This design comes from an exercise in tuning for small area on the open sky130 flow, not from production work.
In this exercise RTL edits were held to simulation tests only and were not proved equivalent to the original.
No driver is modelled on the clock port, so clocking that relies on it looks cheaper here than on a real chip.
No activity file was given, so power comes from the tool's default toggle rates.

==> flow/design.v (excerpt) <==
module uart_burn_spi_flash (
input clk,rxd,rst ,
output txd,
input spi_miso,
output spi_mosi,spi_sck,
input [31:0]in32,
output reg [31:0] out32
);
Size in the first run: roughly 310 cells after synthesis, roughly 77 flip-flops, roughly 71 I/O pins, ~3600 um2 of cells after synthesis.
==> flow/config.mk <==
export PLATFORM = sky130hd
export DESIGN_NAME = uart_burn_spi_flash
export DESIGN_NICKNAME = uart_burn_spi_flash
export VERILOG_FILES = /design/flow/design.v
export SDC_FILE = /design/flow/constraint.sdc
export NUM_CORES = 4
export LEC_CHECK = 0
export CAP_MARGIN = 20
export CORE_MARGIN = 2
export CORE_UTILIZATION = 40
export PLACE_DENSITY = 0.6
export SLEW_MARGIN = 20
export BUFFER_PORTS_ARGS = -buffer_cell sky130_fd_sc_hd__buf_1
export CTS_ARGS = -sink_clustering_enable -repair_clock_nets -dont_use_dummy_load -buf_list sky130_fd_sc_hd__clkbuf_8
==> flow/constraint.sdc <==
create_clock -name core_clock -period 5.0 [get_ports {clk}]
set_input_delay 1.0000 -clock core_clock [delete_from_list [all_inputs] [get_ports {clk}]]
set_output_delay 1.0000 -clock core_clock [all_outputs]
set_load 0.01 [all_outputs]
standard.sh (not shown) runs the stock make flow with config.mk's settings and CLKGATE_MAP_FILE= SYNTH_SCRIPT=/design/flow/synth_recipe.tcl, a recipe that flattens the netlist after the stock synthesis.
==> flow/flow/run.sh <==
#!/bin/bash
# Standard ORFS layout (standard.sh) with a few extra ORFS variables from
# flow/extra.mk: smaller port buffers and a leaner clock tree.
set -e
cat flow/extra.mk >> config.mk
bash standard.sh > standard.log 2>&1
==> flow/flow/extra.mk <==
export BUFFER_PORTS_ARGS = -buffer_cell sky130_fd_sc_hd__buf_1
export CTS_ARGS = -sink_clustering_enable -repair_clock_nets -dont_use_dummy_load -buf_list sky130_fd_sc_hd__clkbuf_8
Rerun with:
==> flow/flow/extra.mk (replaced) <==
export BUFFER_PORTS_ARGS = -buffer_cell sky130_fd_sc_hd__buf_1
export CTS_ARGS = -sink_clustering_enable -repair_clock_nets -dont_use_dummy_load -sink_clustering_size 40 -sink_clustering_max_diameter 300 -buf_list sky130_fd_sc_hd__clkbuf_16
--- a/flow/config.mk
+++ b/flow/config.mk
@@ -13,2 +13,2 @@
 export BUFFER_PORTS_ARGS = -buffer_cell sky130_fd_sc_hd__buf_1
-export CTS_ARGS = -sink_clustering_enable -repair_clock_nets -dont_use_dummy_load -buf_list sky130_fd_sc_hd__clkbuf_8
+export CTS_ARGS = -sink_clustering_enable -repair_clock_nets -dont_use_dummy_load -sink_clustering_size 40 -sink_clustering_max_diameter 300 -buf_list sky130_fd_sc_hd__clkbuf_16
After rerunning: The new run ran to the end with no violations; clock-buffer cell count is unchanged; first-iteration DRC count climbs by roughly a tenth; register-to-register slack barely changes; via count went down slightly; sequential power is about the same; setup slack stays flat; global-route usage stays flat; non-clock buffer count does not change.


== job 880 ==
uart_burn_spi_flash, a different RTL version from the one above (not shown whole).
Size in the first run: ~280 cells after synthesis, roughly 71 I/O pins, ~3100 um^2 of cells after synthesis.
## uart_burn_spi_flash
module uart_burn_spi_flash (
input clk,rxd,rst ,
output txd,
input spi_miso,
output spi_mosi,spi_sck,
input [31:0]in32,
output reg [31:0] out32
);
export LEC_CHECK = 0
export CAP_MARGIN = 20
export CORE_MARGIN = 2
export CORE_UTILIZATION = 40
export PLACE_DENSITY = 0.6
export SLEW_MARGIN = 20
export BUFFER_PORTS_ARGS = -buffer_cell sky130_fd_sc_hd__buf_1
export CTS_ARGS = -clk_nets clk -dont_use_dummy_load
export PRE_CTS_TCL = /design/flow/flow/ctree.tcl
create_clock -name core_clock -period 5.0 [get_ports {clk}]
==> flow/flow/run.sh <==
#!/bin/bash
# Layout flow: the standard synthesis, then the combinational logic
# between the registers is re-mapped by ABC with area-oriented scripts
# (the registers, their names and cell types are kept as they are), then the
# standard ORFS layout (standard.sh) with the extra ORFS variables of
# flow/extra.mk: sky130_fd_sc_hd__buf_1 port buffers and a clock tree
# built by flow/ctree.tcl.
set -euo pipefail
cat flow/extra.mk >> config.mk
echo "export PRE_CTS_TCL = $PWD/flow/ctree.tcl" >> config.mk
bash standard.sh synth > synth.log 2>&1
R=orfs/results/$FLOW_PLATFORM/uart_burn_spi_flash/base
LIB=$FLOW_HOME/platforms/$FLOW_PLATFORM/lib/sky130_fd_sc_hd__tt_025C_1v80.lib
YOSYS=$(command -v yosys || echo $FLOW_HOME/../tools/install/yosys/bin/yosys)
cp $R/1_2_yosys.v std_synth.v
python3 flow/mkmap.py $LIB > cellmap.v
DU=""
for c in probe_p_8 probec_p_8 lpflow_bleeder_1 lpflow_clkbufkapwr_1 lpflow_clkbufkapwr_16 \
  lpflow_clkbufkapwr_2 lpflow_clkbufkapwr_4 lpflow_clkbufkapwr_8 lpflow_clkinvkapwr_1 \
  lpflow_clkinvkapwr_16 lpflow_clkinvkapwr_2 lpflow_clkinvkapwr_4 lpflow_clkinvkapwr_8 \
  lpflow_decapkapwr_12 lpflow_decapkapwr_3 lpflow_decapkapwr_4 lpflow_decapkapwr_6 \
  lpflow_decapkapwr_8 lpflow_inputiso0n_1 lpflow_inputiso0p_1 lpflow_inputiso1n_1 \
  lpflow_inputiso1p_1 lpflow_inputisolatch_1 lpflow_isobufsrc_1 lpflow_isobufsrc_16 \
  lpflow_isobufsrc_2 lpflow_isobufsrc_4 lpflow_isobufsrc_8 lpflow_isobufsrckapwr_16 \
  lpflow_lsbuf_lh_hl_isowell_tap_1 lpflow_lsbuf_lh_hl_isowell_tap_2 \
  lpflow_lsbuf_lh_hl_isowell_tap_4 lpflow_lsbuf_lh_isowell_4 lpflow_lsbuf_lh_isowell_tap_1 \
  lpflow_lsbuf_lh_isowell_tap_2 lpflow_lsbuf_lh_isowell_tap_4; do
  DU="$DU -dont_use sky130_fd_sc_hd__$c"
done
# three ABC scripts; the smallest result is used
best=""; besta=""
for scr in resyn resyn2 resyn3; do
cat > $scr.ys <<EOF
read_liberty -lib $LIB
read_verilog std_synth.v
hierarchy -top $FLOW_TOP
techmap -map cellmap.v
techmap
opt -purge
abc -script flow/$scr.abc -liberty $LIB $DU
opt_clean -purge
hilomap -singleton -hicell sky130_fd_sc_hd__conb_1 HI -locell sky130_fd_sc_hd__conb_1 LO
splitnets
opt_clean -purge
check -assert -mapped
stat -liberty $LIB
write_verilog -noattr -nohex -nodec $scr.v
EOF
  if $YOSYS -l $scr.log -s $scr.ys > /dev/null 2>&1; then
    a=$(grep "Chip area" $scr.log | tail -1 | awk '{print $NF}')
    echo "$scr: $a" >> resyn_choice.log
    if [ -z "$besta" ] || python3 -c "import sys; sys.exit(0 if $a < $besta else 1)"; then best=$scr; besta=$a; fi
  fi
done
echo "using $best" >> resyn_choice.log
if [ -n "$best" ]; then cp $best.v $R/1_2_yosys.v; fi
bash standard.sh > standard.log 2>&1
==> flow/flow/ctree.tcl <==
# Clock tree built by hand before CTS (run as PRE_CTS_TCL): the register clock
# pins are split into NLEAF groups of at most CAP pins by a capacity-limited
# k-means on their placement; each group gets one leaf buffer at its
# centroid, sized to the smallest of LEAF_CELLS whose register clock pins see
# a slew under SLEW_LIMIT with placement parasitics; one root buffer drives
# the leaves.  clock_tree_synthesis (CTS_ARGS -clk_nets clk) then finds the
# clock already buffered and adds nothing.
set NLEAF 5
set CAP 17
set LEAF_CELLS {sky130_fd_sc_hd__clkbuf_4 sky130_fd_sc_hd__clkbuf_8 sky130_fd_sc_hd__clkbuf_16}
set ROOT_CELL sky130_fd_sc_hd__clkbuf_4
set SLEW_LIMIT 0.115

proc clock_sinks {} {
  set sinks {}
  foreach pin [get_pins -of_objects [get_nets clk]] {
    if {[get_property $pin direction] != "input"} continue
    set bb [[[sta::sta_to_db_pin $pin] getInst] getBBox]
    lappend sinks [list $pin [expr {([$bb xMin]+[$bb xMax])/2.0}] [expr {([$bb yMin]+[$bb yMax])/2.0}]]
  }
  return $sinks
}

proc cluster {sinks nleaf cap} {
  set n [llength $sinks]
  set srt [lsort -real -index 1 $sinks]
  set cents {}
  for {set i 0} {$i < $nleaf} {incr i} {
    set s [lindex $srt [expr {int(($i+0.5)*$n/$nleaf)}]]
    lappend cents [list [lindex $s 1] [lindex $s 2]]
  }
  for {set iter 0} {$iter < 40} {incr iter} {
    set pairs {}
    for {set j 0} {$j < $n} {incr j} {
      set s [lindex $sinks $j]
      for {set i 0} {$i < $nleaf} {incr i} {
        set c [lindex $cents $i]
        lappend pairs [list $j $i [expr {abs([lindex $s 1]-[lindex $c 0]) + abs([lindex $s 2]-[lindex $c 1])}]]
      }
    }
    set assign [lrepeat $n -1]
    set fill [lrepeat $nleaf 0]
    foreach p [lsort -real -index 2 $pairs] {
      lassign $p j i d
      if {[lindex $assign $j] >= 0 || [lindex $fill $i] >= $cap} continue
      lset assign $j $i
      lset fill $i [expr {[lindex $fill $i] + 1}]
    }
    set groups [lrepeat $nleaf {}]
    for {set j 0} {$j < $n} {incr j} {
      set i [lindex $assign $j]
      lset groups $i [concat [lindex $groups $i] [list [lindex $sinks $j]]]
    }
    set cents {}
    foreach g $groups {
      set sx 0; set sy 0
      foreach s $g { set sx [expr {$sx+[lindex $s 1]}]; set sy [expr {$sy+[lindex $s 2]}] }
      set k [llength $g]; if {$k == 0} { set k 1 }
      lappend cents [list [expr {$sx/$k}] [expr {$sy/$k}]]
    }
  }
  return [list $groups $cents]
}

proc worst_sink_slew {inst} {
  set worst 0
  set net [get_nets -of_objects [get_pins -of_objects $inst -filter "direction == output"]]
  foreach p [get_pins -of_objects $net] {
    if {[get_property $p direction] != "input"} continue
    set s [get_property $p slew_max]
    if {$s > $worst} { set worst $s }
  }
  return $worst
}

proc build_clock_tree {} {
  global NLEAF CAP LEAF_CELLS ROOT_CELL SLEW_LIMIT
  set dbu [[ord::get_db_block] getDbUnitsPerMicron]
  lassign [cluster [clock_sinks] $NLEAF $CAP] groups cents
  set rx 0; set ry 0; set i 0
  foreach g $groups c $cents {
    set pins {}
    foreach s $g { lappend pins [lindex $s 0] }
    insert_buffer -buffer_cell [lindex $LEAF_CELLS end] -net clk -load_pins $pins \
      -buffer_name clkleaf_$i -net_name clknet_leaf_$i \
      -location [list [expr {[lindex $c 0]/$dbu}] [expr {[lindex $c 1]/$dbu}]]
    puts "clock leaf $i: [llength $g] sinks"
    set rx [expr {$rx+[lindex $c 0]}]; set ry [expr {$ry+[lindex $c 1]}]
    incr i
  }
  insert_buffer -buffer_cell $ROOT_CELL -net clk -buffer_name clkroot -net_name clknet_root \
    -location [list [expr {$rx/$NLEAF/$dbu}] [expr {$ry/$NLEAF/$dbu}]]
  set_propagated_clock [all_clocks]
  foreach inst [get_cells clkleaf_*] {
    foreach cell $LEAF_CELLS {
      replace_cell $inst $cell
      estimate_parasitics -placement
      set w [worst_sink_slew $inst]
      if {$w <= $SLEW_LIMIT} break
    }
    puts "clock leaf [get_full_name $inst]: $cell, worst register clock slew $w"
  }
  unset_propagated_clock [all_clocks]
}

build_clock_tree
==> flow/flow/resyn2.abc <==
strash
&get -n
&deepsyn -I 40 -J 20
&put
dch -f
map -a
topo
mfs2
strash
dch -f
map -a
topo
mfs2
strash
dch -f
map -a
Other scripts of this flow, unchanged in this note and not shown: flow/flow/extra.mk, flow/flow/mkmap.py, flow/flow/resyn.abc, flow/flow/resyn3.abc
The flow ended early for job 880: it failed with a tool error in clock tree synthesis.
The inputs of job 8684 differ from those of job 880 as listed below.
# job 880
export LEC_CHECK = 0
export CAP_MARGIN = 20
export CORE_MARGIN = 2
export CORE_UTILIZATION = 40
export PLACE_DENSITY = 0.6
export SLEW_MARGIN = 20
export BUFFER_PORTS_ARGS = -buffer_cell sky130_fd_sc_hd__buf_1
export CTS_ARGS = -clk_nets clk -dont_use_dummy_load
export PRE_CTS_TCL = /design/flow/flow/ctree.tcl
create_clock -name core_clock -period 5.0 [get_ports {clk}]
# job 8684
export LEC_CHECK = 0
export CAP_MARGIN = 0
export CORE_MARGIN = 2
export CORE_UTILIZATION = 40
export PLACE_DENSITY = 0.6
export SLEW_MARGIN = 0
export BUFFER_PORTS_ARGS = -buffer_cell sky130_fd_sc_hd__buf_1
export CTS_ARGS = -clk_nets clk -dont_use_dummy_load
export PRE_CTS_TCL = /design/flow/flow/ctree.tcl
create_clock -name core_clock -period 5.0 [get_ports {clk}]
--- a/flow/flow/run.sh
+++ b/flow/flow/run.sh
@@ -28,7 +28,7 @@
   DU="$DU -dont_use sky130_fd_sc_hd__$c"
 done
-# three ABC scripts; the smallest result is used
+# two ABC scripts; the smallest result is used
 best=""; besta=""
-for scr in resyn resyn2 resyn3; do
+for scr in resyn resyn3; do
 cat > $scr.ys <<EOF
 read_liberty -lib $LIB
--- a/flow/flow/ctree.tcl
+++ b/flow/flow/ctree.tcl
@@ -6,9 +6,9 @@
 # the leaves.  clock_tree_synthesis (CTS_ARGS -clk_nets clk) then finds the
 # clock already buffered and adds nothing.
-set NLEAF 5
-set CAP 17
-set LEAF_CELLS {sky130_fd_sc_hd__clkbuf_4 sky130_fd_sc_hd__clkbuf_8 sky130_fd_sc_hd__clkbuf_16}
-set ROOT_CELL sky130_fd_sc_hd__clkbuf_4
-set SLEW_LIMIT 0.115
+set ::ctree_NLEAF 5
+set ::ctree_CAP 17
+set ::ctree_LEAF_CELLS {sky130_fd_sc_hd__clkbuf_4 sky130_fd_sc_hd__clkbuf_8 sky130_fd_sc_hd__clkbuf_16}
+set ::ctree_ROOT_CELL sky130_fd_sc_hd__clkbuf_4
+set ::ctree_SLEW_LIMIT 0.115
 
 proc clock_sinks {} {
@@ -75,12 +75,11 @@
 
 proc build_clock_tree {} {
-  global NLEAF CAP LEAF_CELLS ROOT_CELL SLEW_LIMIT
   set dbu [[ord::get_db_block] getDbUnitsPerMicron]
-  lassign [cluster [clock_sinks] $NLEAF $CAP] groups cents
+  lassign [cluster [clock_sinks] $::ctree_NLEAF $::ctree_CAP] groups cents
   set rx 0; set ry 0; set i 0
   foreach g $groups c $cents {
     set pins {}
     foreach s $g { lappend pins [lindex $s 0] }
-    insert_buffer -buffer_cell [lindex $LEAF_CELLS end] -net clk -load_pins $pins \
+    insert_buffer -buffer_cell [lindex $::ctree_LEAF_CELLS end] -net clk -load_pins $pins \
       -buffer_name clkleaf_$i -net_name clknet_leaf_$i \
       -location [list [expr {[lindex $c 0]/$dbu}] [expr {[lindex $c 1]/$dbu}]]
@@ -89,13 +88,13 @@
     incr i
   }
-  insert_buffer -buffer_cell $ROOT_CELL -net clk -buffer_name clkroot -net_name clknet_root \
-    -location [list [expr {$rx/$NLEAF/$dbu}] [expr {$ry/$NLEAF/$dbu}]]
+  insert_buffer -buffer_cell $::ctree_ROOT_CELL -net clk -buffer_name clkroot -net_name clknet_root \
+    -location [list [expr {$rx/$::ctree_NLEAF/$dbu}] [expr {$ry/$::ctree_NLEAF/$dbu}]]
   set_propagated_clock [all_clocks]
   foreach inst [get_cells clkleaf_*] {
-    foreach cell $LEAF_CELLS {
+    foreach cell $::ctree_LEAF_CELLS {
       replace_cell $inst $cell
       estimate_parasitics -placement
       set w [worst_sink_slew $inst]
-      if {$w <= $SLEW_LIMIT} break
+      if {$w <= $::ctree_SLEW_LIMIT} break
     }
     puts "clock leaf [get_full_name $inst]: $cell, worst register clock slew $w"
removed: flow/flow/resyn2.abc
[summary]
- Job 8684 finished every step from synthesis to the final layout, and the layout passed the timing, DRC and antenna checks.
- As far as synthesized cell count goes, job 880 and job 8684 are indistinguishable; the numbers are identical.
- Reported for job 8684 and job 880, area of the mapped netlist turned out identical to the last digit.
- Job 8684 -> job 880: net count after synthesis delta 0, exact match
Inputs modified between job 8684 and job 2356:
# job 8684
export LEC_CHECK = 0
export CAP_MARGIN = 0
export CORE_MARGIN = 2
export CORE_UTILIZATION = 40
export PLACE_DENSITY = 0.6
export SLEW_MARGIN = 0
export BUFFER_PORTS_ARGS = -buffer_cell sky130_fd_sc_hd__buf_1
export CTS_ARGS = -clk_nets clk -dont_use_dummy_load
export PRE_CTS_TCL = /design/flow/flow/ctree.tcl
create_clock -name core_clock -period 5.0 [get_ports {clk}]
# job 2356
export LEC_CHECK = 0
export CAP_MARGIN = 0
export CORE_MARGIN = 2
export CORE_UTILIZATION = 55
export PLACE_DENSITY = 0.7
export SLEW_MARGIN = 0
export BUFFER_PORTS_ARGS = -buffer_cell sky130_fd_sc_hd__buf_1
export CTS_ARGS = -clk_nets clk -dont_use_dummy_load
export PRE_CTS_TCL = /design/flow/flow/ctree.tcl
create_clock -name core_clock -period 5.0 [get_ports {clk}]
--- outcome ---
Going from job 8684 to job 2356, the first-pass GRT wire length was found to have gone down by 1.2 mm.
Compared with job 8684, job 2356 shows a data required time at the worst endpoint that is 0.02 ns higher.
For highest ir drop seen on vdd, dividing the value from job 2356 by the value from job 8684 gives 1.7.
Of job 8684 and job 2356, the higher design area belongs to job 8684.
Summary of job 2356 over job 8684: area added between synthesis and finish shows a reduction of 1.1 points, final wirelength shows a reduction of about 10%, via count shows a reduction of 50, count of sequential standard cells shows no meaningful change, total power after layout shows a reduction of about 0.8%.

-- what the ideal ports hide --
How much do the figures lean on ideal ports? The routed layouts below were timed once more, with nothing changed but the port constraints.
Step 1: set_driving_cell puts a clkbuf_16 on clk and a buf_2 on each other input, an assumption about the parent block.
Step 2 moves the port delays by t, midway between the first and last clock arrival at a register: inputs arrive t later, outputs are due t later. That takes back most of the time a late clock gives input paths.
a / b / c = ideal / step 1 / step 2; a / b = the first two.
run | t (ns) | setup slack, ns | hold WS [ns] | worst setup path after step 2 | pins driven straight from the clock port
the first run of note 1 | 0.368 | 2.047 / 2.047 / 2.047 | 0.334 / 0.334 / 0.334 | register to register | 1
the second run of note 1 | 0.357 | 2.046 / 2.046 / 2.046 | 0.329 / 0.329 / 0.329 | register to register | 1
job 8684 | 0.428 | 1.907 / 1.907 / 1.907 | 0.340 / 0.340 / 0.340 | register to register | 1
job 2356 | 0.409 | 1.946 / 1.946 / 1.946 | 0.333 / 0.333 / 0.333 | register to register | 1
After both steps every run listed still meets setup and hold.
